From an optimization exercise on the open Yosys and OpenROAD flow, aimed at small area and a short achievable clock period; shortcuts taken in it are not production practice.
Only simulation tests tie the RTL to the original design; equivalence was not proved.

File: flow/constraint.sdc
create_clock -name core_clock -period 10.0 [get_ports {clk}]
set_input_delay 2.0000 -clock core_clock [delete_from_list [all_inputs] [get_ports {clk}]]
set_output_delay 2.0000 -clock core_clock [all_outputs]
set_load 0.01 [all_outputs]
File: flow/design.v
module bmul (
    input         clk,
    input  [3:0]  idx,         
    input  [9:0]  dr,
    input  [9:0]  di,
    output [17:0] out          
);
    reg [50-1:0] ctl;
    always @(*) begin
        case (idx)
            4'd0: ctl = 50'h1;
            4'd1: ctl = 50'h10a45c02c10a4;
            4'd2: ctl = 50'h155a900d01558;
            4'd3: ctl = 50'h15ba8c48555b8;
            4'd4: ctl = 50'habae58ab8ab8;
            4'd5: ctl = 50'h8571595b8854;
            4'd6: ctl = 50'hd031b9558d00;
            4'd7: ctl = 50'h2c30350a42c0;
            4'd8: ctl = 50'h3000000002;
            4'd9: ctl = 50'h5c30350a45c0;
            4'd10: ctl = 50'h29031b955a900;
            4'd11: ctl = 50'h28c71595ba8c4;
            4'd12: ctl = 50'h2e5ae58abae58;
            4'd13: ctl = 50'h315a8c4857158;
            4'd14: ctl = 50'h31ba900d031b8;
            4'd15: ctl = 50'h30345c02c3034;
            default: ctl = 50'd0;
        endcase
    end
    wire [10:0] xr = {dr[9], dr};
    wire [10:0] xi = {di[9], di};
    function [11:0] brow;
        input [2:0]  c;      
        input [10:0] x;
        reg [10:0] m;
        begin
            m = c[0] ? x : c[1] ? {x[9:0], 1'b0} : 11'd0;
            m = m ^ {11{c[2]}};
            brow = {c[2], ~m[10], m[9:0]};
        end
    endfunction
    wire [11:0] a0 = brow(ctl[4:2],   xr), a1 = brow(ctl[7:5],   xr),
                a2 = brow(ctl[10:8],  xr), a3 = brow(ctl[13:11], xr);
    wire [11:0] b0 = brow(ctl[16:14], xi), b1 = brow(ctl[19:17], xi),
                b2 = brow(ctl[22:20], xi), b3 = brow(ctl[25:23], xi);
    wire [11:0] c0 = brow(ctl[28:26], xr), c1 = brow(ctl[31:29], xr),
                c2 = brow(ctl[34:32], xr), c3 = brow(ctl[37:35], xr);
    wire [11:0] d0 = brow(ctl[40:38], xi), d1 = brow(ctl[43:41], xi),
                d2 = brow(ctl[46:44], xi), d3 = brow(ctl[49:47], xi);
    wire wr128 = ctl[0], nwi128 = ctl[1];
    wire [15:0] ra0 = {5'b01011, a0[10:0]};
    wire [15:0] ra1 = {3'b000, a1[10:0], 2'b00};
    wire [15:0] ra2 = {1'b0, a2[10:0], 4'b0000};
    wire [15:0] ra3 = {a3[9:0], 1'b0, b2[11], 1'b0, b1[11], 1'b0, b0[11]};
    wire [15:0] rb0 = {5'b00000, b0[10:0]};
    wire [15:0] rb1 = {3'b000, b1[10:0], 2'b00};
    wire [15:0] rb2 = {1'b0, b2[10:0], 4'b0000};
    wire [15:0] rb3 = {b3[9:0], 1'b0, a2[11], 1'b0, a1[11], 1'b0, a0[11]};
    wire [15:0] er  = {(wr128 ? dr[8:0] : nwi128 ? di[8:0] : 9'd0), a3[11], 6'd0};
    wire [15:0] rc0 = {5'b01011, c0[10:0]};
    wire [15:0] rc1 = {3'b000, c1[10:0], 2'b00};
    wire [15:0] rc2 = {1'b0, c2[10:0], 4'b0000};
    wire [15:0] rc3 = {c3[9:0], 1'b0, d2[11], 1'b0, d1[11], 1'b0, d0[11]};
    wire [15:0] rd0 = {5'b00000, d0[10:0]};
    wire [15:0] rd1 = {3'b000, d1[10:0], 2'b00};
    wire [15:0] rd2 = {1'b0, d2[10:0], 4'b0000};
    wire [15:0] rd3 = {d3[9:0], 1'b0, c2[11], 1'b0, c1[11], 1'b0, c0[11]};
    wire [15:0] ei  = wr128 ? {di[8:0], 7'd0}
                            : {8'd0, c3[11] & d3[11], c3[11] ^ d3[11], 6'd0};
    function [31:0] csa;     
        input [15:0] x, y, z;
        begin
            csa = {((x & y) | (x & z) | (y & z)) << 1, x ^ y ^ z};
        end
    endfunction
    wire [31:0] r1a = csa(ra0, ra1, ra2);
    wire [31:0] r1b = csa(ra3, rb0, rb1);
    wire [31:0] r1c = csa(rb2, rb3, er);
    wire [31:0] r2a = csa(r1a[15:0], r1a[31:16], r1b[15:0]);
    wire [31:0] r2b = csa(r1b[31:16], r1c[15:0], r1c[31:16]);
    wire [31:0] r3a = csa(r2a[15:0], r2a[31:16], r2b[15:0]);
    wire [31:0] i1a = csa(rc0, rc1, rc2);
    wire [31:0] i1b = csa(rc3, rd0, rd1);
    wire [31:0] i1c = csa(rd2, rd3, ei);
    wire [31:0] i2a = csa(i1a[15:0], i1a[31:16], i1b[15:0]);
    wire [31:0] i2b = csa(i1b[31:16], i1c[15:0], i1c[31:16]);
    wire [31:0] i3a = csa(i2a[15:0], i2a[31:16], i2b[15:0]);
    reg [15:0] ra, rb, rcc, ia, ib, icc;
    always @(posedge clk) begin
        ra <= r3a[15:0]; rb <= r3a[31:16]; rcc <= r2b[31:16];
        ia <= i3a[15:0]; ib <= i3a[31:16]; icc <= i2b[31:16];
    end
    wire [31:0] r4a = csa(ra, rb, rcc);
    wire [31:0] i4a = csa(ia, ib, icc);
    wire [15:0] re = r4a[15:0] + r4a[31:16];
    wire [15:0] im = i4a[15:0] + i4a[31:16];
    assign out = {re[15:7], im[15:7]};
endmodule
module fft (
    input clk,
    input rst_n,
    input                   valid_in,
    input wire signed [8:0] FFTInRe,
    input wire signed [8:0] FFTInIm,
    output wire signed [8:0] MDCOutUpRe,
    output wire signed [8:0] MDCOutUpIm,
    output wire signed [8:0] MDCOutDownRe,
    output wire signed [8:0] MDCOutDownIm,
    output wire signed [8:0] FFTOutRe,
    output wire signed [8:0] FFTOutIm
);
    reg  [4:0] ph;
    wire [4:0] ph_n = valid_in ? ph + 5'd1 : ph;    
    wire [4:0] ph_1 = ph + 5'd1;                     
    always @(posedge clk or negedge rst_n)
        if (!rst_n) ph <= 5'd31;
        else        ph <= ph_n;
    localparam E1 = 2;       
    localparam J2 = 2;       
    wire [4:0] q_ins1 = ph_1 + 5'd1 - E1;
    wire [4:0] q_ins2 = ph_1 - 5'd24 - J2;
    wire [4:0] q_s4   = ph_1 + 5'd1;
    wire [4:0] q_s4n  = ph_n + 5'd1;
    wire [1:0] k3n    = ph_1[1:0] - 2'd1;           
    reg ins1, ins2, selr_up;
    reg sel3u_r, sel3u_i, sel4u_r, sel4u_i, sel5u_r, sel5u_i;
    reg k4_r, k4_i;
    reg [3:0] rdsel;
    reg [3:0] ix1;
    reg sel2a_e, sel3u_e, sel4u_e, sel5u_e;
    wire [4:0] ph_2 = ph_1 + 5'd1;
    wire [4:0] ph_3 = ph_1 + 5'd2;
    reg [1:0] rsa, rsb, isa, isb;    
    reg       t3m;
    always @(posedge clk or negedge rst_n)
        if (!rst_n) begin
            ins1 <= 1'b0; ins2 <= 1'b0; selr_up <= 1'b0;
            sel3u_r <= 1'b0; sel3u_i <= 1'b0;
            sel4u_r <= 1'b0; sel4u_i <= 1'b0; sel5u_r <= 1'b0; sel5u_i <= 1'b0;
            k4_r <= 1'b0; k4_i <= 1'b0;
            sel2a_e <= 1'b0; sel3u_e <= 1'b0; sel4u_e <= 1'b0; sel5u_e <= 1'b0;
            rdsel <= 4'd0;
            rsa <= 2'd0; rsb <= 2'd0; isa <= 2'd0; isb <= 2'd0; t3m <= 1'b0;
        end else begin
            ins1    <= q_ins1[4];                    
            ins2    <= ~q_ins2[4];                   
            selr_up <= (ph_1 >= 5'd1) && (ph_1 <= 5'd16);
            sel3u_r <= ph_1[2];                      
            sel3u_i <= ph_n[2];
            sel4u_r <= ~q_s4[1];
            sel4u_i <= ~q_s4n[1];
            sel5u_r <= ~ph_1[0];
            sel5u_i <= ~ph_n[0];
            k4_r    <= ~ph_1[0];
            k4_i    <= ~ph_n[0];
            rdsel   <= ph_1[3:0];
            sel2a_e <= ph_2[4];                      
            sel3u_e <= ph_2[2];
            sel4u_e <= ~ph_3[1];
            sel5u_e <= ph_1[0];
            t3m <= k3n[0];
            case (k3n)
                2'd0: begin rsa <= 2'b10; rsb <= 2'b00; isa <= 2'b00; isb <= 2'b10; end
                2'd1: begin rsa <= 2'b10; rsb <= 2'b10; isa <= 2'b01; isb <= 2'b10; end
                2'd2: begin rsa <= 2'b00; rsb <= 2'b10; isa <= 2'b01; isb <= 2'b00; end
                default: begin rsa <= 2'b01; rsb <= 2'b10; isa <= 2'b01; isb <= 2'b01; end
            endcase
        end
    integer i;
    reg  [17:0] s1 [0:15];
    reg  [17:0] x2a, x2b;
    reg  [9:0]  d_re, d_im;           
    wire [8:0]  x0_re = s1[15][17:9], x0_im = s1[15][8:0];
    wire [8:0]  a_re = x0_re + FFTInRe;
    wire [8:0]  a_im = x0_im + FFTInIm;
    wire [17:0] b_new;
    always @(posedge clk) begin
        s1[0] <= {FFTInRe, FFTInIm};
        for (i = 1; i < 16; i = i + 1)
            s1[i] <= (ins1 && i == E1) ? b_new : s1[i-1];
        x2a <= sel2a_e ? s2[6] : s1[15];
        x2b <= sel2a_e ? {a_re, a_im} : s1[7];
        d_re <= {x0_re[8], x0_re} - {FFTInRe[8], FFTInRe};
        d_im <= {x0_im[8], x0_im} - {FFTInIm[8], FFTInIm};
    end
    always @(posedge clk) ix1 <= ph_1[3:0];
    bmul mul1 (.clk(clk), .idx(ix1), .dr(d_re), .di(d_im), .out(b_new));
    reg  [17:0] s2 [0:7];
    wire [17:0] d_new;
    wire [8:0]  bf2_x0_re = x2a[17:9], bf2_x0_im = x2a[8:0];
    wire [8:0]  bf2_x1_re = x2b[17:9], bf2_x1_im = x2b[8:0];
    wire [8:0]  u2_re = bf2_x0_re + bf2_x1_re;
    wire [8:0]  u2_im = bf2_x0_im + bf2_x1_im;
    reg  [9:0]  d2_re, d2_im;
    reg  [2:0]  d2_k;
    always @(posedge clk) begin
        s2[0] <= x2b;
        for (i = 1; i < 8; i = i + 1)
            s2[i] <= (ins2 && i == J2) ? d_new : s2[i-1];
        d2_re <= {bf2_x0_re[8], bf2_x0_re} - {bf2_x1_re[8], bf2_x1_re};
        d2_im <= {bf2_x0_im[8], bf2_x0_im} - {bf2_x1_im[8], bf2_x1_im};
        d2_k  <= ph[2:0];
    end
    bmul mul2 (.clk(clk), .idx({d2_k, 1'b0}), .dr(d2_re), .di(d2_im), .out(d_new));
    reg  [17:0] s3 [0:2];
    reg  [17:0] p3;
    wire [8:0]  bf3_p_re = p3[17:9], bf3_p_im = p3[8:0];
    wire [8:0]  bf3_q_re = sel3u_r ? bf2_x0_re : s2[3][17:9];
    wire [8:0]  bf3_r_re = sel3u_r ? bf2_x1_re : 9'd0;
    wire [8:0]  bf3_q_im = sel3u_i ? bf2_x0_im : s2[3][8:0];
    wire [8:0]  bf3_r_im = sel3u_i ? bf2_x1_im : 9'd0;
    wire ov2_re = sel3u_r & (bf2_x0_re[8] ~^ bf2_x1_re[8]) & (u2_re[8] ^ bf2_x0_re[8]);
    wire ov2_im = sel3u_i & (bf2_x0_im[8] ~^ bf2_x1_im[8]) & (u2_im[8] ^ bf2_x0_im[8]);
    wire [9:0]  dd3_re = {bf3_p_re[8], bf3_p_re} - {bf3_q_re[8], bf3_q_re} - {bf3_r_re[8], bf3_r_re};
    wire [9:0]  dd3_im = {bf3_p_im[8], bf3_p_im} - {bf3_q_im[8], bf3_q_im} - {bf3_r_im[8], bf3_r_im};
    reg  [17:0] u3;
    reg  [9:0]  d3_re, d3_im;
    always @(posedge clk) begin
        s3[0] <= {u2_re, u2_im};
        for (i = 1; i < 3; i = i + 1) s3[i] <= s3[i-1];
        p3 <= sel3u_e ? s3[2] : s2[6];
        u3[17:9] <= bf3_p_re + bf3_q_re + bf3_r_re;
        u3[8:0]  <= bf3_p_im + bf3_q_im + bf3_r_im;
        d3_re <= dd3_re ^ {ov2_re, 9'd0};
        d3_im <= dd3_im ^ {ov2_im, 9'd0};
    end
    wire [10:0] e_r = {d3_re[9], d3_re}, e_i = {d3_im[9], d3_im};
    function [10:0] sgn;     
        input [1:0] s;
        input [10:0] v;
        begin
            sgn = s[1] ? v : s[0] ? ~v : 11'd0;
        end
    endfunction
    wire [10:0] t_re = sgn(rsa, e_r) + sgn(rsb, e_i) + {10'd0, rsa[0]} + {10'd0, rsb[0]};
    wire [10:0] t_im = sgn(isa, e_r) + sgn(isb, e_i) + {10'd0, isa[0]} + {10'd0, isb[0]};
    reg  [10:0] t3_re, t3_im;
    reg         t3_mul;
    always @(posedge clk) begin
        t3_mul <= t3m;
        t3_re  <= t_re;
        t3_im  <= t_im;
    end
    wire [15:0] w3_re = {{5{t3_re[10]}}, t3_re}, w3_im = {{5{t3_im[10]}}, t3_im};
    wire [15:0] p3_re = (w3_re << 6) + (w3_re << 4) + (w3_re << 3) + (w3_re << 1);
    wire [15:0] p3_im = (w3_im << 6) + (w3_im << 4) + (w3_im << 3) + (w3_im << 1);
    reg  [17:0] v3, l4;
    always @(posedge clk) begin
        v3 <= t3_mul ? {p3_re[15:7], p3_im[15:7]} : {t3_re[8:0], t3_im[8:0]};
        l4 <= v3;
    end
    reg  [17:0] s4, p4;
    wire [8:0]  bf4_x0_re = p4[17:9], bf4_x0_im = p4[8:0];
    wire [8:0]  bf4_x1_re = sel4u_r ? u3[17:9] : v3[17:9];
    wire [8:0]  bf4_x1_im = sel4u_i ? u3[8:0] : v3[8:0];
    wire [8:0]  u4_re = bf4_x0_re + bf4_x1_re;
    wire [8:0]  u4_im = bf4_x0_im + bf4_x1_im;
    wire [8:0]  v4_re = k4_r ? bf4_x0_im - bf4_x1_im : bf4_x0_re - bf4_x1_re;
    wire [8:0]  v4_im = k4_i ? bf4_x1_re - bf4_x0_re : bf4_x0_im - bf4_x1_im;
    reg  [17:0] p5, l5;
    always @(posedge clk) begin
        s4 <= u3;
        p4 <= sel4u_e ? s4 : l4;
        p5 <= sel5u_e ? {u4_re, u4_im} : l5;
        l5 <= {v4_re, v4_im};
    end
    wire [8:0]  bf5_p_re = p5[17:9], bf5_p_im = p5[8:0];
    wire [8:0]  bf5_q_re = sel5u_r ? bf4_x0_re : l5[17:9];
    wire [8:0]  bf5_r_re = sel5u_r ? bf4_x1_re : 9'd0;
    wire [8:0]  bf5_q_im = sel5u_i ? bf4_x0_im : l5[8:0];
    wire [8:0]  bf5_r_im = sel5u_i ? bf4_x1_im : 9'd0;
    reg  [17:0] mu, md;
    always @(posedge clk) begin
        mu[17:9] <= bf5_p_re + bf5_q_re + bf5_r_re;
        mu[8:0]  <= bf5_p_im + bf5_q_im + bf5_r_im;
        md[17:9] <= bf5_p_re - bf5_q_re - bf5_r_re;
        md[8:0]  <= bf5_p_im - bf5_q_im - bf5_r_im;
    end
    assign MDCOutUpRe   = mu[17:9];
    assign MDCOutUpIm   = mu[8:0];
    assign MDCOutDownRe = md[17:9];
    assign MDCOutDownIm = md[8:0];
    reg  [17:0] dl [0:15];
    reg  [17:0] r  [0:23];
    reg  [17:0] fo;
    always @(posedge clk) begin
        dl[0] <= md;
        for (i = 1; i < 16; i = i + 1) dl[i] <= dl[i-1];
        r[0] <= selr_up ? mu : dl[15];
        for (i = 1; i < 24; i = i + 1) r[i] <= r[i-1];
        case (rdsel)    
            4'd0:  fo <= r[14];
            4'd1:  fo <= r[7];
            4'd2:  fo <= r[12];
            4'd3:  fo <= r[5];
            4'd4:  fo <= r[16];
            4'd5:  fo <= r[9];
            4'd6:  fo <= r[14];
            4'd7:  fo <= r[7];
            4'd8:  fo <= r[21];
            4'd9:  fo <= r[14];
            4'd10: fo <= r[19];
            4'd11: fo <= r[12];
            4'd12: fo <= r[23];
            4'd13: fo <= r[16];
            4'd14: fo <= r[21];
            default: fo <= r[14];
        endcase
    end
    assign FFTOutRe = fo[17:9];
    assign FFTOutIm = fo[8:0];
endmodule
File: flow/flow/run.sh
#!/bin/bash
# Standard ORFS layout through the standard.sh (standard synthesis and
# steps) with these changes to how it is optimised:
#  - timing repair aims past the 10 ns clock: repair_timing keeps working
#    until each path has SETUP_SLACK_MARGIN ns of slack, and may resize cells
#    to any footprint (MATCH_CELL_FOOTPRINT=0);
#  - the port buffers are buf_4 rather than the default delay-type buffer;
#  - clock tree sinks are clustered in larger groups (fewer leaf buffers).
# make's full output goes to orfs_make.log here; each ORFS step also writes
# its own log under orfs/logs.
set -euo pipefail
bash standard.sh SETUP_SLACK_MARGIN=6.7 MATCH_CELL_FOOTPRINT=0 \
  "BUFFER_PORTS_ARGS=-buffer_cell sky130_fd_sc_hd__buf_4" \
  CTS_CLUSTER_SIZE=25 CTS_CLUSTER_DIAMETER=80 \
  finish > orfs_make.log 2>&1
File: flow/config.mk
export PLATFORM = sky130hd
export DESIGN_NAME = fft
export DESIGN_NICKNAME = fft
export VERILOG_FILES = /design/flow/design.v
export SDC_FILE = /design/flow/constraint.sdc
export NUM_CORES = 4
export LEC_CHECK = 0
export CAP_MARGIN = 20
export CORE_MARGIN = 2
export CORE_UTILIZATION = 40
export SLEW_MARGIN = 20
File: flow/standard.sh
#!/bin/bash
# synth_recipe.tcl (not shown) runs the flow's synth.tcl, then flattens the netlist and writes it again
# the make line also repeats each setting of config.mk as NAME=value (left out here)
make -C /OpenROAD-flow-scripts/flow DESIGN_CONFIG=/design/flow/config.mk WORK_HOME=/design/flow/orfs CLKGATE_MAP_FILE= SYNTH_SCRIPT=/design/flow/synth_recipe.tcl "${@:-finish}"
==> results.sh, run 1 <==
export IMPL_worst_slack_ns=6.73
export IMPL_rsz0062_at_grt="yes"
export IMPL_clock_sinks=1732
export IMPL_r2r_setup_slack_ns=6.76
export IMPL_diodes=0
export IMPL_yosysTopAreaCell="dfxtp_1"
export IMPL_synth_top_area_share_pct=52.4
export IMPL_path_clk_slew_ns=0.09
export IMPL_max_freq_ghz=0.306
export IMPL_setup_tns_ns=0
export IMPL_synth_xor_xnor_area_share_pct=6.12
export IMPL_place_ws_ns=6.01
export IMPL_die_y_um=408
export IMPL_yosysSeqAreaShare_pct=53.3
export IMPL_synth_top_family_by_area="adder cells"
export IMPL_max_clock_path_buffers=3
export IMPL_insertion_delay_ns=0.77
export IMPL_drive_above_1_share_pct=9.62
export IMPL_grt_start_max_net_pins=61
export IMPL_synthSimpleGateAreaFrac_pct=5.57
export IMPL_synth_most_common_cell="dfxtp_1"
export IMPL_drv_slew=0
export IMPL_routed_wl_um=133000
export IMPL_worst_slew_pin_slew_ns=1.05
export IMPL_route_vias_total=36800
export IMPL_initialDrtViolationCount=2132
export IMPL_num_io_pins=75
export IMPL_drc=0
export IMPL_h_tree_depth=3
export IMPL_nNetsFinal=6431
export IMPL_hpwl_um=97100
export IMPL_path_delay_family="flip-flops"
export IMPL_dp_cells=7713
export IMPL_crit_reg2reg_launch="d_re[3]"
export IMPL_ys_types=71
export IMPL_postSynth_asyncResetShare_pct=1.27
export IMPL_portBuffers=74
export IMPL_hold_viol=0
export IMPL_status="finished clean"
export IMPL_die_w_um=408
export IMPL_layout_min_cycle_time_ns=3.27
export IMPL_worstPathCellList="buf_6"
export IMPL_antenna_found_initial=5
export IMPL_fp_coreArea_mm2=0.162
export IMPL_min_delay_start="s3[0][13]"
export IMPL_crit_buf_inv=1
export IMPL_n_fill_cell=15100
export IMPL_grt_pass1_vias=38500
export IMPL_die_area_mm2=0.166
export IMPL_synth_commonest_cells="dfxtp_1, inv_1, nand2_1, fa_1, ha_1"
export IMPL_seq_area_mm2=0.0349
export IMPL_initial_core_util_pct=40.2
export IMPL_grt_pass1_wl_um=213000
export IMPL_required_ns=8.00
export IMPL_cp_slowest_stage_delay_ns=0.40
export IMPL_synth_fa_ha_area_share_pct=18.8
export IMPL_synthToLayoutAreaGrowth_pct=10.2
export IMPL_synth_seq_cells=1732
export IMPL_fin_cells=7874
export IMPL_cts_root_buf="clkbuf_16"
export IMPL_avgRoutedWirePerCell_um=16.9
export IMPL_syn_area_mm2=0.0653
export IMPL_post_route_period_util_pct=32.7
export IMPL_synth_edff_count=0
export IMPL_synth_compound_area_share_pct=8.40
export IMPL_arrival_ns=1.27
export IMPL_stdcell_area_mm2=0.0719
export IMPL_tritoncts="yes"
export IMPL_cp_slowest_cell="dfxtp_4"
export IMPL_relSlewSlack_pct=29.8
export IMPL_crit_start="mu[11]"
export IMPL_skew_ns=0.0582
export IMPL_critPathMaxFanout=2
export IMPL_worstHoldPathType="reg2reg"
export IMPL_synth_nets=6420
export IMPL_multi_input_area_mm2=0.0276
export IMPL_cp_end_kind="output port"
export IMPL_setup_viol_count_final=0
export IMPL_viasPerCell=4.68
export IMPL_avgSynthCellArea_um2=11.6
export IMPL_yosysWarnings=7
export IMPL_start_kind="flop"
export IMPL_cts_buffers=92
export IMPL_gp_congestion=0.884
export IMPL_yosys_mux_area_fraction_pct=3.01
export IMPL_drv_cap=0
export IMPL_ys_flop_type="dfxtp_1"
export IMPL_ant_nets=0
export IMPL_synth_cells=5647
export IMPL_first_pass_iters=5
export IMPL_post_dp_cell_area_mm2=0.0681
export IMPL_gr_total_overflow=0
export IMPL_rows=148
export IMPL_worst_setup_path_type="reg2out"
export IMPL_track_usage_pct=16.2
export IMPL_synth_area_leaders="dfxtp_1, fa_1, ha_1"
export IMPL_utilization_pct=44.3
## what timing repair did
action / in CTS / in global routing
hold buffers: 0 / 0
gates cloned: 0 / 1
pin swaps: 3 / 14
setup buffers: 13 / 12
gates resized for setup: 135 / 66
setup endpoints to repair: 153 / 114
## layout make-up
| cell class | instances | share of cell area [%] |
|---|---|---|
| repair buffers | 136 | 1.72 |
| repair inverters | 1 | 0.0104 |
| flip-flops and latches | 1732 | 48.6 |
| clock inverters | 35 | 0.951 |
| well taps | 2175 | 3.78 |
| inverters | 621 | 3.26 |
| clock buffers | 100 | 3.30 |
| multi-input cells | 3074 | 38.4 |
## registers in the layout, summed over array words and instances (netlist names), 18 cells and up
signal and cells:
l5 18, fo 18, dl 288, x2a 18, p3 18, p4 18
s3 52, l4 18, r 432, s4 18, mul1.ctl 29, md 18
p5 18, v3 18, s2 126, mu 18, x2b 18, u3 18
s1 288
## logic make-up after synthesis
logic type,after synthesis
AO/OA/AOI/OAI,866
XOR/XNOR,456
adder cells (fa/ha/maj),752
buffers and inverters,841
flip-flops,1732
multiplexers,180
AND/OR/NAND/NOR,820
## through the flow
step	hold WS (ns)
finish	0.302
global route	0.301
CTS	0.293
detailed placement	0.312
global placement	0.310
floorplan	0.310
## layer usage
layer  global-route usage [%]  part of all wire, %  up-vias
met2                     28.3                   49      665
met4                     5.13                  3.0        0
li1                         -                    -    18000
met1                     20.6                   44    17900
met5                        0                    0        -
met3                     2.14                  3.5      223
## worst paths after layout
kind / to / cells past startpoint
max: MDCOutUpRe[2] / 1
min: s3[1][13] / 0
max reg2reg: mul1.ia[4] / 8
min reg2reg: s3[1][13] / 0
max in group asynchronous: ph[0] / 1
min in group asynchronous: ins1 / 1
## layout by cell type (no fill, tap or decap), types with 31 or more instances in the layout
cell type,instances
o21bai_1,42
dfxtp_1,1646
nand2b_1,44
clkbuf_16,92
o21ai_1,47
xnor2_1,350
nand2_1,399
xor2_1,105
nor2b_1,76
nand3_1,31
dfxtp_2,45
a21o_1,51
buf_6,50
a22oi_1,98
nor2_1,173
mux2i_1,49
inv_1,602
fa_1,371
mux2_2,118
o21ai_0,230
and2_1,40
ha_1,365
buf_4,82
a21oi_1,181
a21boi_0,42
==> run 2: changes to the inputs <==
--- a/flow/flow/run.sh
+++ b/flow/flow/run.sh
@@ -9,7 +9,7 @@
 # make's full output goes to orfs_make.log here; each ORFS step also writes
 # its own log under orfs/logs.
 set -euo pipefail
-bash standard.sh SETUP_SLACK_MARGIN=6.7 MATCH_CELL_FOOTPRINT=0 \
+bash standard.sh SETUP_SLACK_MARGIN=6.85 MATCH_CELL_FOOTPRINT=0 \
   "BUFFER_PORTS_ARGS=-buffer_cell sky130_fd_sc_hd__buf_4" \
   CTS_CLUSTER_SIZE=25 CTS_CLUSTER_DIAMETER=80 \
   finish > orfs_make.log 2>&1
==> run 2 against run 1 <==
  * Via count increased by 0.56%
  * Highest routed layer is now met5
  * Synthesized area stayed put
  * Global-route usage down 0.13 points
==> results.sh, run 2 <==
export IMPL_status="finished clean"
export IMPL_rows=148
export IMPL_yosysTopAreaCell="dfxtp_1"
export IMPL_track_usage_pct=16.0
export IMPL_synth_seq_cells=1732
export IMPL_final_cell_mix="dfxtp_1, inv_1, nand2_1, fa_1, ha_1"
export IMPL_worstPathCellList="buf_6"
export IMPL_num_io_pins=75
export IMPL_seq_area_mm2=0.0350
export IMPL_nNetsFinal=6467
export IMPL_postSynth_asyncResetShare_pct=1.27
export IMPL_arrival_ns=1.24
export IMPL_syn_area_mm2=0.0653
export IMPL_route_vias_total=37000
export IMPL_synthToLayoutAreaGrowth_pct=11.2
export IMPL_cp_end_kind="output port"
export IMPL_synth_top_area_share_pct=52.4
export IMPL_critPathMaxFanout=1
export IMPL_worst_setup_path_type="reg2out"
export IMPL_hpwl_um=96600
export IMPL_path_delay_family="flip-flops"
export IMPL_ys_types=71
export IMPL_drv_slew=0
export IMPL_fin_cells=7910
export IMPL_worstHoldPathType="reg2reg"
export IMPL_max_freq_ghz=0.308
export IMPL_ys_flop_type="dfxtp_1"
export IMPL_gp_congestion=0.872
export IMPL_die_y_um=408
export IMPL_yosysWarnings=7
export IMPL_final_common_cell="dfxtp_1"
export IMPL_viasPerCell=4.68
export IMPL_fp_coreArea_mm2=0.162
export IMPL_synth_most_common_cell="dfxtp_1"
export IMPL_grt_pass1_vias=38200
export IMPL_required_ns=8.00
export IMPL_drc=0
export IMPL_die_area_mm2=0.166
export IMPL_setup_viol_count_final=0
export IMPL_synth_edff_count=0
export IMPL_synth_cells=5647
export IMPL_insertion_delay_ns=0.76
export IMPL_cp_slowest_stage_delay_ns=0.37
export IMPL_cts_root_buf="clkbuf_16"
export IMPL_tritoncts="yes"
export IMPL_portBuffers=74
export IMPL_drv_cap=0
export IMPL_path_clk_slew_ns=0.10
export IMPL_cts_hold_buffers_added=0
export IMPL_worst_slew_pin_slew_ns=0.908
export IMPL_largest_reg_flops=432
export IMPL_max_clock_path_buffers=3
export IMPL_regMostFlops="r"
export IMPL_clock_sinks=1732
export IMPL_initialDrtViolationCount=1907
export IMPL_die_w_um=408
export IMPL_reg_largest_list="r (432), dl (288), s1 (288)"
export IMPL_antenna_found_initial=2
export IMPL_initial_core_util_pct=40.2
export IMPL_grt_start_max_net_pins=61
export IMPL_rsz0062_at_grt="yes"
export IMPL_synth_commonest_cells="dfxtp_1, inv_1, nand2_1, fa_1, ha_1"
export IMPL_synth_nets=6420
export IMPL_h_tree_depth=3
export IMPL_dp_cells=7713
export IMPL_first_pass_iters=7
export IMPL_gr_total_overflow=0
export IMPL_hold_viol=0
export IMPL_ant_nets=0
export IMPL_setup_tns_ns=0
export IMPL_skew_ns=0.0558
export IMPL_start_kind="flop"
export IMPL_drive_above_1_share_pct=11.5
export IMPL_cp_slowest_cell="dfxtp_4"
export IMPL_yosysSeqAreaShare_pct=53.3
export IMPL_synth_area_leaders="dfxtp_1, fa_1, ha_1"
export IMPL_grt_pass1_wl_um=210000
export IMPL_cts_buffers=91
export IMPL_relSlewSlack_pct=39.2
export IMPL_routed_wl_um=135000
export IMPL_crit_buf_inv=1
export IMPL_avgRoutedWirePerCell_um=17.0
export IMPL_multi_input_area_mm2=0.0279
export IMPL_post_route_period_util_pct=32.4
export IMPL_layout_min_cycle_time_ns=3.24
export IMPL_n_fill_cell=15100
export IMPL_avgSynthCellArea_um2=11.6
## run 2: final timing paths
path | from | endpoint | slack, ns | cells past startpoint
setup / recovery | fo[17] | FFTOutRe[8] | 6.76 | 1
hold / removal | s1[14][11] | s1[15][11] | 0.30 | 0
setup reg to reg | t3_im[2] | v3[8] | 6.84 | 14
hold reg to reg | s1[14][11] | s1[15][11] | 0.30 | 0
max in group asynchronous | rst_n | sel4u_i | 8.46 | 1
min in group asynchronous | rst_n | sel3u_i | 1.16 | 1
## run 2: routing by layer
layer,GRT usage [%],up-vias,wire length [um]
met5,0,-,13
met1,20.3,18000,59500
met3,2.37,233,4960
li1,-,18100,-
met4,5.34,2,4290
met2,27.9,676,65900
## run 2: worst register-to-register path: cells and delay by family (launching register included)
kind            cells  cell delay [ns]
fa+ha+maj           3             1.24
flops               1             0.36
compound gates      6             0.97
xor+xnor            1             0.13
mux                 1             0.11
buf+inv             3             0.22
## run 2: logic make-up after synthesis
| logic type | count (synthesis) | synth area share, % |
|---|---|---|
| adders and majority gates | 752 | 18.8 |
| DFF | 1732 | 53.3 |
| AOI/OAI and AO/OA | 866 | 8.40 |
| buffers and inverters | 841 | 4.85 |
| muxes | 180 | 3.01 |
| xor gates and xnor gates | 456 | 6.12 |
| and+or+nand+nor | 820 | 5.57 |
## run 2: final cells by class
| cell class | count | area share, % |
|---|---|---|
| repair inverters | 1 | 0.0103 |
| flip-flops and latches | 1732 | 48.2 |
| well taps | 2175 | 3.75 |
| inverters | 621 | 3.26 |
| clock inverters | 37 | 0.821 |
| diodes | 1 | 0.00345 |
| multi-input cells | 3074 | 38.5 |
| clock buffers | 96 | 3.21 |
| repair buffers | 173 | 2.24 |
## run 2: repair_timing
action                                  CTS  global route
cloned                                    1             4
resized for setup                       195           119
pin swaps                                 9            27
buffers inserted                         17            41
endpoints found under the setup margin  202           142
## run 2: per-stage QoR
| stage | hold slack [ns] | setup WS, ns | utilization, % | area (um2) |
|---|---|---|---|---|
| 2_1_floorplan | 0.310 | 6.51 | - | 65400 |
| 3_3_place_gp | 0.310 | 6.10 | 42.0 | 68100 |
| 3_5_place_dp | 0.312 | 6.06 | 42.0 | 68100 |
| 4_1_cts | 0.301 | 6.66 | 44.2 | 71700 |
| 5_1_grt | 0.299 | 6.67 | 44.7 | 72600 |
| 6_report | 0.302 | 6.76 | 44.7 | 72600 |
==> run 3: changes to the inputs <==
--- a/flow/design.v
+++ b/flow/design.v
@@ -144,7 +144,7 @@
         end else begin
             ins1    <= q_ins1[4];                    
             ins2    <= ~q_ins2[4];                   
-            selr_up <= (ph_1 >= 5'd1) && (ph_1 <= 5'd16);
+            selr_up <= ~ph_1[4];                     
             sel3u_r <= ph_1[2];                      
             sel3u_i <= ph_n[2];
             sel4u_r <= ~q_s4[1];
@@ -269,42 +269,44 @@
     wire [8:0]  bf5_r_re = sel5u_r ? bf4_x1_re : 9'd0;
     wire [8:0]  bf5_q_im = sel5u_i ? bf4_x0_im : l5[8:0];
     wire [8:0]  bf5_r_im = sel5u_i ? bf4_x1_im : 9'd0;
+    wire [8:0]  mu_re = bf5_p_re + bf5_q_re + bf5_r_re;
+    wire [8:0]  mu_im = bf5_p_im + bf5_q_im + bf5_r_im;
+    wire [8:0]  md_re = bf5_p_re - bf5_q_re - bf5_r_re;
+    wire [8:0]  md_im = bf5_p_im - bf5_q_im - bf5_r_im;
     reg  [17:0] mu, md;
     always @(posedge clk) begin
-        mu[17:9] <= bf5_p_re + bf5_q_re + bf5_r_re;
-        mu[8:0]  <= bf5_p_im + bf5_q_im + bf5_r_im;
-        md[17:9] <= bf5_p_re - bf5_q_re - bf5_r_re;
-        md[8:0]  <= bf5_p_im - bf5_q_im - bf5_r_im;
+        mu <= {mu_re, mu_im};
+        md <= {md_re, md_im};
     end
     assign MDCOutUpRe   = mu[17:9];
     assign MDCOutUpIm   = mu[8:0];
     assign MDCOutDownRe = md[17:9];
     assign MDCOutDownIm = md[8:0];
-    reg  [17:0] dl [0:15];
-    reg  [17:0] r  [0:23];
+    reg  [17:0] dl [0:14];
+    reg  [17:0] r  [0:24];
     reg  [17:0] fo;
     always @(posedge clk) begin
         dl[0] <= md;
-        for (i = 1; i < 16; i = i + 1) dl[i] <= dl[i-1];
-        r[0] <= selr_up ? mu : dl[15];
-        for (i = 1; i < 24; i = i + 1) r[i] <= r[i-1];
+        for (i = 1; i < 15; i = i + 1) dl[i] <= dl[i-1];
+        r[0] <= selr_up ? {mu_re, mu_im} : dl[14];
+        for (i = 1; i < 25; i = i + 1) r[i] <= r[i-1];
         case (rdsel)    
-            4'd0:  fo <= r[14];
-            4'd1:  fo <= r[7];
-            4'd2:  fo <= r[12];
-            4'd3:  fo <= r[5];
-            4'd4:  fo <= r[16];
-            4'd5:  fo <= r[9];
-            4'd6:  fo <= r[14];
-            4'd7:  fo <= r[7];
-            4'd8:  fo <= r[21];
-            4'd9:  fo <= r[14];
-            4'd10: fo <= r[19];
-            4'd11: fo <= r[12];
-            4'd12: fo <= r[23];
-            4'd13: fo <= r[16];
-            4'd14: fo <= r[21];
-            default: fo <= r[14];
+            4'd0:  fo <= r[15];
+            4'd1:  fo <= r[8];
+            4'd2:  fo <= r[13];
+            4'd3:  fo <= r[6];
+            4'd4:  fo <= r[17];
+            4'd5:  fo <= r[10];
+            4'd6:  fo <= r[15];
+            4'd7:  fo <= r[8];
+            4'd8:  fo <= r[22];
+            4'd9:  fo <= r[15];
+            4'd10: fo <= r[20];
+            4'd11: fo <= r[13];
+            4'd12: fo <= r[24];
+            4'd13: fo <= r[17];
+            4'd14: fo <= r[22];
+            default: fo <= r[15];
         endcase
     end
     assign FFTOutRe = fo[17:9];
--- a/flow/config.mk
+++ b/flow/config.mk
@@ -7,5 +7,5 @@
 export LEC_CHECK = 0
 export CAP_MARGIN = 20
 export CORE_MARGIN = 2
-export CORE_UTILIZATION = 40
+export CORE_UTILIZATION = 70
 export SLEW_MARGIN = 20
==> run 3 against run 2 <==
  * Routed wire length fell by 0.48%
  * Synthesized cell count fell by 0.12%
  * Maximum frequency rose by 1.7%
  * Via count increased by 1.4%
  * Non-clock buffer count is 8 higher
  * Register-to-register slack got worse by 0.02 ns
  * Core utilization grew 32 points
  * Still clean on timing, DRC and antenna
==> results.sh, run 3 <==
export IMPL_max_clock_path_buffers=3
export IMPL_hpwl_um=94100
export IMPL_gp_congestion=0.936
export IMPL_cp_slowest_cell="dfxtp_4"
export IMPL_drv_slew=0
export IMPL_crit_buf_inv=1
export IMPL_grt_met1_usage_pct=35.8
export IMPL_die_y_um=309
export IMPL_viasPerCell=5.40
export IMPL_synth_nets=6416
export IMPL_diodes=0
export IMPL_drc=0
export IMPL_setup_tns_ns=0
export IMPL_insertion_delay_ns=0.72
export IMPL_h_tree_depth=3
export IMPL_arrival_ns=1.19
export IMPL_grt_busiest_layer="met2"
export IMPL_synth_top_area_share_pct=52.5
export IMPL_reg_largest_list="r (450), s1 (288), dl (270)"
export IMPL_grt_pass1_vias=39200
export IMPL_drv_cap=0
export IMPL_required_ns=8.00
export IMPL_max_freq_ghz=0.314
export IMPL_antenna_found_initial=3
export IMPL_grtUsageMet3_pct=3.10
export IMPL_synth_area_leaders="dfxtp_1, fa_1, ha_1"
export IMPL_layout_min_cycle_time_ns=3.19
export IMPL_clock_sinks=1732
export IMPL_path_clk_slew_ns=0.09
export IMPL_worst_slack_ns=6.81
export IMPL_fp_coreArea_mm2=0.0919
export IMPL_relSlewSlack_pct=22.0
export IMPL_cts_buffers=83
export IMPL_skew_ns=0.0365
export IMPL_path_delay_family="flip-flops"
export IMPL_hold_viol=0
export IMPL_avgSynthCellArea_um2=11.6
export IMPL_place_ws_ns=6.23
export IMPL_setup_viol_count_final=0
export IMPL_track_usage_pct=28.5
export IMPL_cp_end_kind="output port"
export IMPL_synth_most_common_cell="dfxtp_1"
export IMPL_utilization_pct=77.1
export IMPL_postSynth_asyncResetShare_pct=1.27
export IMPL_portBuffers=74
export IMPL_use_met2_pct=50.2
export IMPL_whs_ns=0.317
export IMPL_first_pass_iters=6
export IMPL_status="finished clean"
export IMPL_yosysSeqAreaShare_pct=53.4
export IMPL_die_w_um=309
export IMPL_synth_edff_count=0
export IMPL_synth_cells=5640
export IMPL_ant_nets=0
export IMPL_drive_above_1_share_pct=11.6
export IMPL_tritoncts="yes"
export IMPL_regMostFlops="r"
export IMPL_gr_total_overflow=0
export IMPL_worst_setup_path_type="reg2out"
export IMPL_ys_types=65
export IMPL_worst_slew_pin_slew_ns=1.17
export IMPL_synth_commonest_cells="dfxtp_1, inv_1, nand2_1, ha_1, fa_1"
export IMPL_initial_core_util_pct=70.9
export IMPL_yosysTopAreaCell="dfxtp_1"
export IMPL_initialDrtViolationCount=2433
export IMPL_cts_root_buf="clkbuf_16"
export IMPL_final_cell_mix="dfxtp_1, inv_1, nand2_1, fa_1, ha_1"
export IMPL_num_io_pins=75
export IMPL_largest_reg_flops=450
export IMPL_route_vias_total=37600
export IMPL_post_route_period_util_pct=31.9
export IMPL_avgRoutedWirePerCell_um=19.3
export IMPL_synth_seq_cells=1732
export IMPL_grt_start_max_net_pins=61
export IMPL_cp_slowest_stage_delay_ns=0.38
export IMPL_routed_wl_um=134000
export IMPL_rsz0062_at_grt="yes"
export IMPL_synthToLayoutAreaGrowth_pct=8.81
export IMPL_grt_pass1_wl_um=211000
export IMPL_yosysWarnings=7
export IMPL_start_kind="flop"
export IMPL_die_area_mm2=0.0956
export IMPL_worstHoldPathType="reg2reg"
export IMPL_rows=111
export IMPL_critPathMaxFanout=2
export IMPL_nNetsFinal=6466
export IMPL_ys_flop_type="dfxtp_1"
export IMPL_final_common_cell="dfxtp_1"
export IMPL_worstPathCellList="buf_6"
export IMPL_syn_area_mm2=0.0652
[run 3: changes by cell type in the layout (fill, tap and decap cells not counted), moves of 13 or more]
cell     change
a21oi_1     -14
dfxtp_2     +26
o21ai_1     -18
o21ai_0     +26
nor2b_1     -13
dfxtp_4     -25
[run 3: per-layer routing]
layer	up-vias	part of all wire, %
met3	276	4.2
met5	-	0.017
li1	18000	-
met2	938	50
met1	18300	42
met4	4	4.0
[run 3: final cells by class]
cell class | count | area (um2)
clock buffer | 92 | 2140
clock inverter | 19 | 303
fill | 6020 | 21000
inverter | 624 | 2380
multi-input combinational | 3067 | 27900
sequential | 1732 | 34900
tap | 1243 | 1560
timing repair buffer | 181 | 1680
timing repair inverter | 1 | 7.51
[run 3: worst paths after layout]
| kind | slack (ns) | startpoint | end | cells past startpoint |
|---|---|---|---|---|
| worst max-delay path | 6.81 | md[17] | MDCOutDownRe[8] | 1 |
| worst min-delay path | 0.32 | s3[0][5] | s3[1][5] | 0 |
| worst max register to register | 6.82 | t3_im[0] | v3[6] | 13 |
| worst min register to register | 0.32 | s3[0][5] | s3[1][5] | 0 |
| max in group asynchronous | 8.40 | rst_n | sel4u_i | 1 |
| min in group asynchronous | 1.21 | rst_n | rdsel[2] | 1 |
[run 3: cells by family after synthesis]
logic type / Yosys count / synth area share (%)
DFF: 1732 / 53.4
AOI/OAI and AO/OA: 847 / 8.10
buffers and inverters: 841 / 4.88
and+or+nand+nor: 826 / 5.59
adders and majority gates: 755 / 18.8
xor gates and xnor gates: 454 / 6.12
muxes: 185 / 3.09
[run 3: what timing repair did]
action	in CTS	in global routing
cloned	3	0
pin swaps	14	59
setup buffers	38	36
endpoints found under the setup margin	211	155
gates resized for setup	194	146
hold buffers	0	0
[run 3: stage by stage]
step                      cells  cell area [um2]
after global routing       6959            70900
final                      6959            70900
after CTS                  6923            70200
after global placement     6771            66800
after detailed placement   6771            66800
after floorplan            5640            65300
==> run 4: changes to the inputs <==
--- a/flow/config.mk
+++ b/flow/config.mk
@@ -7,5 +7,5 @@
 export LEC_CHECK = 0
 export CAP_MARGIN = 20
 export CORE_MARGIN = 2
-export CORE_UTILIZATION = 70
+export CORE_UTILIZATION = 60
 export SLEW_MARGIN = 20
==> run 4 against run 3 <==
  * Critical path depth unchanged
  * Maximum frequency fell by 0.68%
  * Register-to-register slack better by 0.02 ns
  * Via count decreased by 1.5%
  * Die area rose by 16%
  * Sequential cell count unchanged
  * Sequential share of layout area is 0.29 points lower
  * Setup slack got worse by 0.022 ns
  * Synthesized cell count did not move
  * Largest cell class unchanged
==> results.sh, run 4 <==
export IMPL_status="finished clean"
export IMPL_clock_sinks=1732
export IMPL_nNetsFinal=6480
export IMPL_hold_viol=0
export IMPL_cp_slowest_cell="dfxtp_4"
export IMPL_track_usage_pct=24.1
export IMPL_final_common_cell="dfxtp_1"
export IMPL_synthToLayoutAreaGrowth_pct=9.44
export IMPL_die_area_mm2=0.111
export IMPL_synth_commonest_cells="dfxtp_1, inv_1, nand2_1, ha_1, fa_1"
export IMPL_max_freq_ghz=0.311
export IMPL_postSynth_asyncResetShare_pct=1.27
export IMPL_diodes=0
export IMPL_crit_start="mu[17]"
export IMPL_syn_area_mm2=0.0652
export IMPL_arrival_ns=1.21
export IMPL_cp_slowest_stage_delay_ns=0.37
export IMPL_synth_nets=6416
export IMPL_start_kind="flop"
export IMPL_tritoncts="yes"
export IMPL_insertion_delay_ns=0.72
export IMPL_synth_area_leaders="dfxtp_1, fa_1, ha_1"
export IMPL_reg_largest_list="r (450), s1 (288), dl (270)"
export IMPL_regMostFlops="r"
export IMPL_rsz0062_at_grt="yes"
export IMPL_min_delay_start="s1[12][7]"
export IMPL_relSlewSlack_pct=34.7
export IMPL_synth_top_area_share_pct=52.5
export IMPL_hpwl_um=96100
export IMPL_required_ns=8.00
export IMPL_rows=120
export IMPL_layout_min_cycle_time_ns=3.21
export IMPL_avgRoutedWirePerCell_um=18.6
export IMPL_grt_pass1_vias=37800
export IMPL_worstPathCellList="buf_6"
export IMPL_max_clock_path_buffers=3
export IMPL_cts_buffers=83
export IMPL_setup_tns_ns=0
export IMPL_viasPerCell=5.19
export IMPL_gr_total_overflow=0
export IMPL_drv_cap=0
export IMPL_drive_above_1_share_pct=11.8
export IMPL_avgSynthCellArea_um2=11.6
export IMPL_fp_coreArea_mm2=0.107
export IMPL_first_pass_iters=6
export IMPL_antenna_found_initial=3
export IMPL_path_clk_slew_ns=0.09
export IMPL_grt_start_max_net_pins=61
export IMPL_worst_setup_path_type="reg2out"
export IMPL_initialDrtViolationCount=2036
export IMPL_cts_root_buf="clkbuf_16"
export IMPL_largest_reg_flops=450
export IMPL_synth_seq_cells=1732
export IMPL_yosysTopAreaCell="dfxtp_1"
export IMPL_synth_cells=5640
export IMPL_drc=0
export IMPL_cp_end_kind="output port"
export IMPL_gp_congestion=0.889
export IMPL_ant_nets=0
export IMPL_die_y_um=334
export IMPL_post_route_period_util_pct=32.1
export IMPL_cts_hold_buffers_added=0
export IMPL_critPathMaxFanout=1
export IMPL_crit_reg2reg_launch="t3_re[2]"
export IMPL_ys_types=65
export IMPL_initial_core_util_pct=60.7
export IMPL_num_io_pins=75
export IMPL_grt_pass1_wl_um=208000
export IMPL_worst_slack_ns=6.79
export IMPL_yosysWarnings=7
export IMPL_synth_most_common_cell="dfxtp_1"
export IMPL_crit_buf_inv=1
export IMPL_skew_ns=0.0411
export IMPL_place_ws_ns=6.24
export IMPL_synth_edff_count=0
export IMPL_path_delay_family="flip-flops"
export IMPL_h_tree_depth=3
export IMPL_worstHoldPathType="reg2reg"
export IMPL_portBuffers=74
export IMPL_setup_viol_count_final=0
export IMPL_yosysSeqAreaShare_pct=53.4
export IMPL_final_cell_mix="dfxtp_1, inv_1, nand2_1, fa_1, ha_1"
export IMPL_route_vias_total=37000
export IMPL_ys_flop_type="dfxtp_1"
export IMPL_routed_wl_um=133000
export IMPL_worst_slew_pin_slew_ns=0.978
export IMPL_die_w_um=334
export IMPL_whs_ns=0.309
export IMPL_utilization_pct=66.4
export IMPL_drv_slew=0
run 4: cell counts after synthesis:
Identical to the previous run, type by type.
run 4: final timing paths:
path	endpoint	slack, ns	depth (start not counted)
min	s1[13][7]	0.31	0
max	MDCOutUpRe[8]	6.79	1
max reg2reg	v3[16]	6.84	14
min in group asynchronous	rsb[1]	1.24	1
min reg2reg	s1[13][7]	0.31	0
max in group asynchronous	ph[2]	8.38	1
run 4: layer usage:
| metal | wire length, um | GRT usage [%] |
|---|---|---|
| met3 | 4090 | 2.65 |
| met1 | 57700 | 30.6 |
| met4 | 4870 | 8.46 |
| met2 | 65900 | 42.6 |
| met5 | 12 | 0 |
run 4: layout make-up:
type,count,area [um2]
clock buffer,90,2120
clock inverter,20,379
fill,8270,36000
inverter,624,2380
multi-input combinational,3067,27900
sequential,1732,34900
tap,1403,1760
timing repair buffer,195,1830
timing repair inverter,1,7.51
run 4: per-stage QoR:
stage / area, um2 / instances
5_1_grt: 71300 / 7132
3_3_place_gp: 67100 / 6939
6_report: 71300 / 7132
3_5_place_dp: 67100 / 6939
2_1_floorplan: 65300 / 5640
4_1_cts: 70600 / 7094
run 4: cells by family after synthesis:
| logic type | count (synthesis) | share of synthesized area (%) |
|---|---|---|
| flops | 1732 | 53.4 |
| compound gates | 847 | 8.10 |
| buf+inv | 841 | 4.88 |
| simple gates | 826 | 5.59 |
| fa+ha+maj | 755 | 18.8 |
| xor+xnor | 454 | 6.12 |
| mux | 185 | 3.09 |
run 4: what timing repair did:
| item | 4_1_cts | 5_1_grt |
|---|---|---|
| pin swaps | 25 | 56 |
| gates resized for setup | 211 | 139 |
| cloned | 1 | 3 |
| setup endpoints to repair | 207 | 163 |
| setup buffers | 44 | 35 |
==> run 5: changes to the inputs <==
--- a/flow/design.v
+++ b/flow/design.v
@@ -127,9 +127,9 @@
     reg k4_r, k4_i;
     reg [3:0] rdsel;
     reg [3:0] ix1;
-    reg sel2a_e, sel3u_e, sel4u_e, sel5u_e;
+    reg sel2a_e, sel3u_e, sel4q_e, sel5u_e;
     wire [4:0] ph_2 = ph_1 + 5'd1;
-    wire [4:0] ph_3 = ph_1 + 5'd2;
+    wire [4:0] ph_4 = ph_1 + 5'd3;
     reg [1:0] rsa, rsb, isa, isb;    
     reg       t3m;
     always @(posedge clk or negedge rst_n)
@@ -138,7 +138,7 @@
             sel3u_r <= 1'b0; sel3u_i <= 1'b0;
             sel4u_r <= 1'b0; sel4u_i <= 1'b0; sel5u_r <= 1'b0; sel5u_i <= 1'b0;
             k4_r <= 1'b0; k4_i <= 1'b0;
-            sel2a_e <= 1'b0; sel3u_e <= 1'b0; sel4u_e <= 1'b0; sel5u_e <= 1'b0;
+            sel2a_e <= 1'b0; sel3u_e <= 1'b0; sel4q_e <= 1'b0; sel5u_e <= 1'b0;
             rdsel <= 4'd0;
             rsa <= 2'd0; rsb <= 2'd0; isa <= 2'd0; isb <= 2'd0; t3m <= 1'b0;
         end else begin
@@ -156,7 +156,7 @@
             rdsel   <= ph_1[3:0];
             sel2a_e <= ph_2[4];                      
             sel3u_e <= ph_2[2];
-            sel4u_e <= ~ph_3[1];
+            sel4q_e <= ~ph_4[1];                     
             sel5u_e <= ph_1[0];
             t3m <= k3n[0];
             case (k3n)
@@ -244,12 +244,10 @@
     wire [15:0] w3_re = {{5{t3_re[10]}}, t3_re}, w3_im = {{5{t3_im[10]}}, t3_im};
     wire [15:0] p3_re = (w3_re << 6) + (w3_re << 4) + (w3_re << 3) + (w3_re << 1);
     wire [15:0] p3_im = (w3_im << 6) + (w3_im << 4) + (w3_im << 3) + (w3_im << 1);
-    reg  [17:0] v3, l4;
-    always @(posedge clk) begin
+    reg  [17:0] v3;
+    always @(posedge clk)
         v3 <= t3_mul ? {p3_re[15:7], p3_im[15:7]} : {t3_re[8:0], t3_im[8:0]};
-        l4 <= v3;
-    end
-    reg  [17:0] s4, p4;
+    reg  [17:0] q4, p4;
     wire [8:0]  bf4_x0_re = p4[17:9], bf4_x0_im = p4[8:0];
     wire [8:0]  bf4_x1_re = sel4u_r ? u3[17:9] : v3[17:9];
     wire [8:0]  bf4_x1_im = sel4u_i ? u3[8:0] : v3[8:0];
@@ -259,8 +257,8 @@
     wire [8:0]  v4_im = k4_i ? bf4_x1_re - bf4_x0_re : bf4_x0_im - bf4_x1_im;
     reg  [17:0] p5, l5;
     always @(posedge clk) begin
-        s4 <= u3;
-        p4 <= sel4u_e ? s4 : l4;
+        q4 <= sel4q_e ? u3 : v3;
+        p4 <= q4;
         p5 <= sel5u_e ? {u4_re, u4_im} : l5;
         l5 <= {v4_re, v4_im};
     end
==> run 5 against run 4 <==
  * Highest routed layer is now met4
  * Synthesized cell count increased by 0.11%
  * Die area decreased by 0.26%
  * Routed wire length increased by 0.77%
  * Worst hold slack improved by 0.015 ns
  * Sequential share of layout area decreased by 0.21 points
  * Still clean on timing, DRC and antenna
  * Synthesized area decreased by 0.26%
==> results.sh, run 5 <==
export IMPL_status="finished clean"
export IMPL_regMostFlops="r"
export IMPL_cp_depth=1
export IMPL_crit_buf_inv=1
export IMPL_yosysWarnings=7
export IMPL_rows=120
export IMPL_critPathMaxFanout=2
export IMPL_synth_commonest_cells="dfxtp_1, inv_1, nand2_1, ha_1, fa_1"
export IMPL_setup_tns_ns=0
export IMPL_synth_edff_count=0
export IMPL_crit_reg2reg_launch="isb[1]"
export IMPL_max_clock_path_buffers=3
export IMPL_ys_flop_type="dfxtp_1"
export IMPL_cp_slowest_cell="dfxtp_4"
export IMPL_relSlewSlack_pct=40.9
export IMPL_cts_root_buf="clkbuf_16"
export IMPL_drv_cap=0
export IMPL_hpwl_um=96000
export IMPL_track_usage_pct=24.3
export IMPL_syn_area_mm2=0.0650
export IMPL_max_freq_ghz=0.313
export IMPL_critical_path_endpoint="MDCOutDownIm[8]"
export IMPL_cts_buffers=82
export IMPL_route_vias_total=36900
export IMPL_drive_above_1_share_pct=11.7
export IMPL_reg2regPathDepth=13
export IMPL_place_ws_ns=6.22
export IMPL_skew_ns=0.0476
export IMPL_setup_viol_count_final=0
export IMPL_synthToLayoutAreaGrowth_pct=9.15
export IMPL_cp_end_kind="output port"
export IMPL_utilization_pct=66.2
export IMPL_worst_setup_path_type="reg2out"
export IMPL_cp_slowest_stage_delay_ns=0.38
export IMPL_grt_pass1_vias=37500
export IMPL_tritoncts="yes"
export IMPL_reg_largest_list="r (450), s1 (288), dl (270)"
export IMPL_arrival_ns=1.19
export IMPL_hold_viol=0
export IMPL_die_y_um=333
export IMPL_ys_types=78
export IMPL_cts_hold_buffers_added=0
export IMPL_synth_area_leaders="dfxtp_1, fa_1, ha_1"
export IMPL_path_clk_slew_ns=0.09
export IMPL_die_w_um=333
export IMPL_drv_slew=0
export IMPL_required_ns=8.00
export IMPL_largest_reg_flops=450
export IMPL_gp_congestion=0.876
export IMPL_start_kind="flop"
export IMPL_h_tree_depth=3
export IMPL_fp_coreArea_mm2=0.107
export IMPL_yosysSeqAreaShare_pct=53.0
export IMPL_layout_min_cycle_time_ns=3.19
export IMPL_insertion_delay_ns=0.70
export IMPL_worstPathCellList="buf_6"
export IMPL_rsz0062_at_grt="yes"
export IMPL_postSynth_asyncResetShare_pct=1.34
export IMPL_yosysTopAreaCell="dfxtp_1"
export IMPL_routed_wl_um=134000
export IMPL_num_io_pins=75
export IMPL_ant_nets=0
export IMPL_grt_start_max_net_pins=61
export IMPL_path_delay_family="flip-flops"
export IMPL_initialDrtViolationCount=2351
export IMPL_worst_slack_ns=6.81
export IMPL_viasPerCell=5.18
export IMPL_portBuffers=74
export IMPL_synth_cells=5646
export IMPL_initial_core_util_pct=60.6
export IMPL_r2r_setup_slack_ns=6.86
export IMPL_first_pass_iters=6
export IMPL_whs_ns=0.323
export IMPL_clock_sinks=1715
export IMPL_die_area_mm2=0.111
export IMPL_min_delay_start="dl[7][16]"
export IMPL_antenna_found_initial=2
export IMPL_stdcell_area_mm2=0.0709
export IMPL_fin_cells=7122
export IMPL_nNetsFinal=6473
export IMPL_synth_nets=6424
export IMPL_drc=0
export IMPL_avgRoutedWirePerCell_um=18.8
export IMPL_synth_most_common_cell="dfxtp_1"
export IMPL_dp_cells=6944
export IMPL_synth_top_area_share_pct=52.1
export IMPL_avgSynthCellArea_um2=11.5
export IMPL_post_dp_cell_area_mm2=0.0669
export IMPL_gr_total_overflow=0
export IMPL_final_common_cell="dfxtp_1"
export IMPL_final_cell_mix="dfxtp_1, inv_1, nand2_1, fa_1, ha_1"
export IMPL_post_route_period_util_pct=31.9
export IMPL_worstHoldPathType="reg2reg"
export IMPL_grt_pass1_wl_um=210000
export IMPL_crit_start="md[8]"
export IMPL_worst_slew_pin_slew_ns=0.885
export IMPL_r2r_end="t3_im[10]"
export IMPL_synth_seq_cells=1715
-- run 5: cell count changes in the layout (fill, tap and decap cells not counted), moves of 5 or more --
cell      change
dfxtp_2      +13
nor2_1       +12
buf_4        -19
inv_1         +6
a21o_1        -6
dfxtp_1      -27
nand2_1       +9
mux2i_1       -8
o21bai_1      -5
mux2_2        -5
-- run 5: how the worst min path moves through the flow --
| stage | slack (ns) | cells past startpoint | to |
|---|---|---|---|
| 2_1_floorplan | 0.31 | 0 | dl[10][0] |
| 3_3_place_gp | 0.31 | 0 | s1[13][11] |
| 3_5_place_dp | 0.31 | 0 | dl[14][6] |
| 4_1_cts | 0.33 | 0 | dl[8][16] |
| 5_1_grt | 0.33 | 0 | dl[6][8] |
| 6_report | 0.32 | 0 | dl[8][16] |
-- run 5: repair_timing --
| action | 4_1_cts | 5_1_grt |
|---|---|---|
| buffers inserted | 30 | 36 |
| pin swaps | 12 | 46 |
| gates cloned | 2 | 2 |
| setup endpoints to repair | 210 | 157 |
| resized for setup | 192 | 155 |
-- run 5: routing by layer --
metal	vias up	global-route usage (%)	share of wire [%]
met1	17900	32.5	45
met3	185	3.27	4.2
li1	18000	-	-
met5	-	0	0
met2	780	41.6	49
met4	0	6.25	2.4
-- run 5: cell type report --
class / count / area, um2
Clock buffer: 88 / 2080
Timing Repair inverter: 1 / 7.51
Sequential cell: 1715 / 34600
Fill cell: 8320 / 36300
Antenna cell: 1 / 2.50
Multi-Input combinational cell: 3090 / 28100
Tap cell: 1403 / 1760
Clock inverter: 19 / 292
Timing Repair Buffer: 179 / 1720
Inverter: 626 / 2380
-- run 5: cells by family (layout without fill, tap and decap cells) --
| logic type | count (synthesis) | after routing | share of synthesized area [%] |
|---|---|---|---|
| fa+ha+maj | 757 | 757 | 18.9 |
| simple gates | 848 | 848 | 5.76 |
| compound gates | 856 | 856 | 8.28 |
| other cells | 0 | 1 | 0 |
| flops | 1715 | 1715 | 53.0 |
| buf+inv | 841 | 913 | 4.90 |
| mux | 179 | 179 | 3.03 |
| xor+xnor | 450 | 450 | 6.10 |

## static timing again, ports no longer ideal
No port has a modelled driver above. Below, the same layouts with a new extraction and two added sets of constraints.
Step 1 assumes that a clkbuf_16 drives the clock port and a buf_2 every other input.
Step 2 also shifts input and output timing later by t, the mid clock arrival at the registers, as if the neighbouring blocks saw the same clock.
a / b / c = ideal ports / drivers / drivers and shift; a / b = the first two.
run	shift t [ns]	setup slack, ns	hold slack, ns	slew at the worst register clock pin (ns)
run 1	0.812	6.733 / 6.660 / 6.113	0.302 / 0.302 / 0.302	0.11 / 0.11
run 2	0.809	6.757 / 6.683 / 6.179	0.302 / 0.302 / 0.302	0.10 / 0.10
run 3	0.772	6.810 / 6.733 / 6.172	0.317 / 0.317 / 0.317	0.10 / 0.10
run 4	0.778	6.788 / 6.709 / 6.134	0.309 / 0.309 / 0.309	0.10 / 0.10
run 5	0.748	6.807 / 6.739 / 6.266	0.323 / 0.323 / 0.323	0.10 / 0.10
After both steps every run listed still meets setup and hold. For run 4, which loses most, drivers alone change the setup slack by -0.079 ns; drivers and shift together by -0.654 ns.
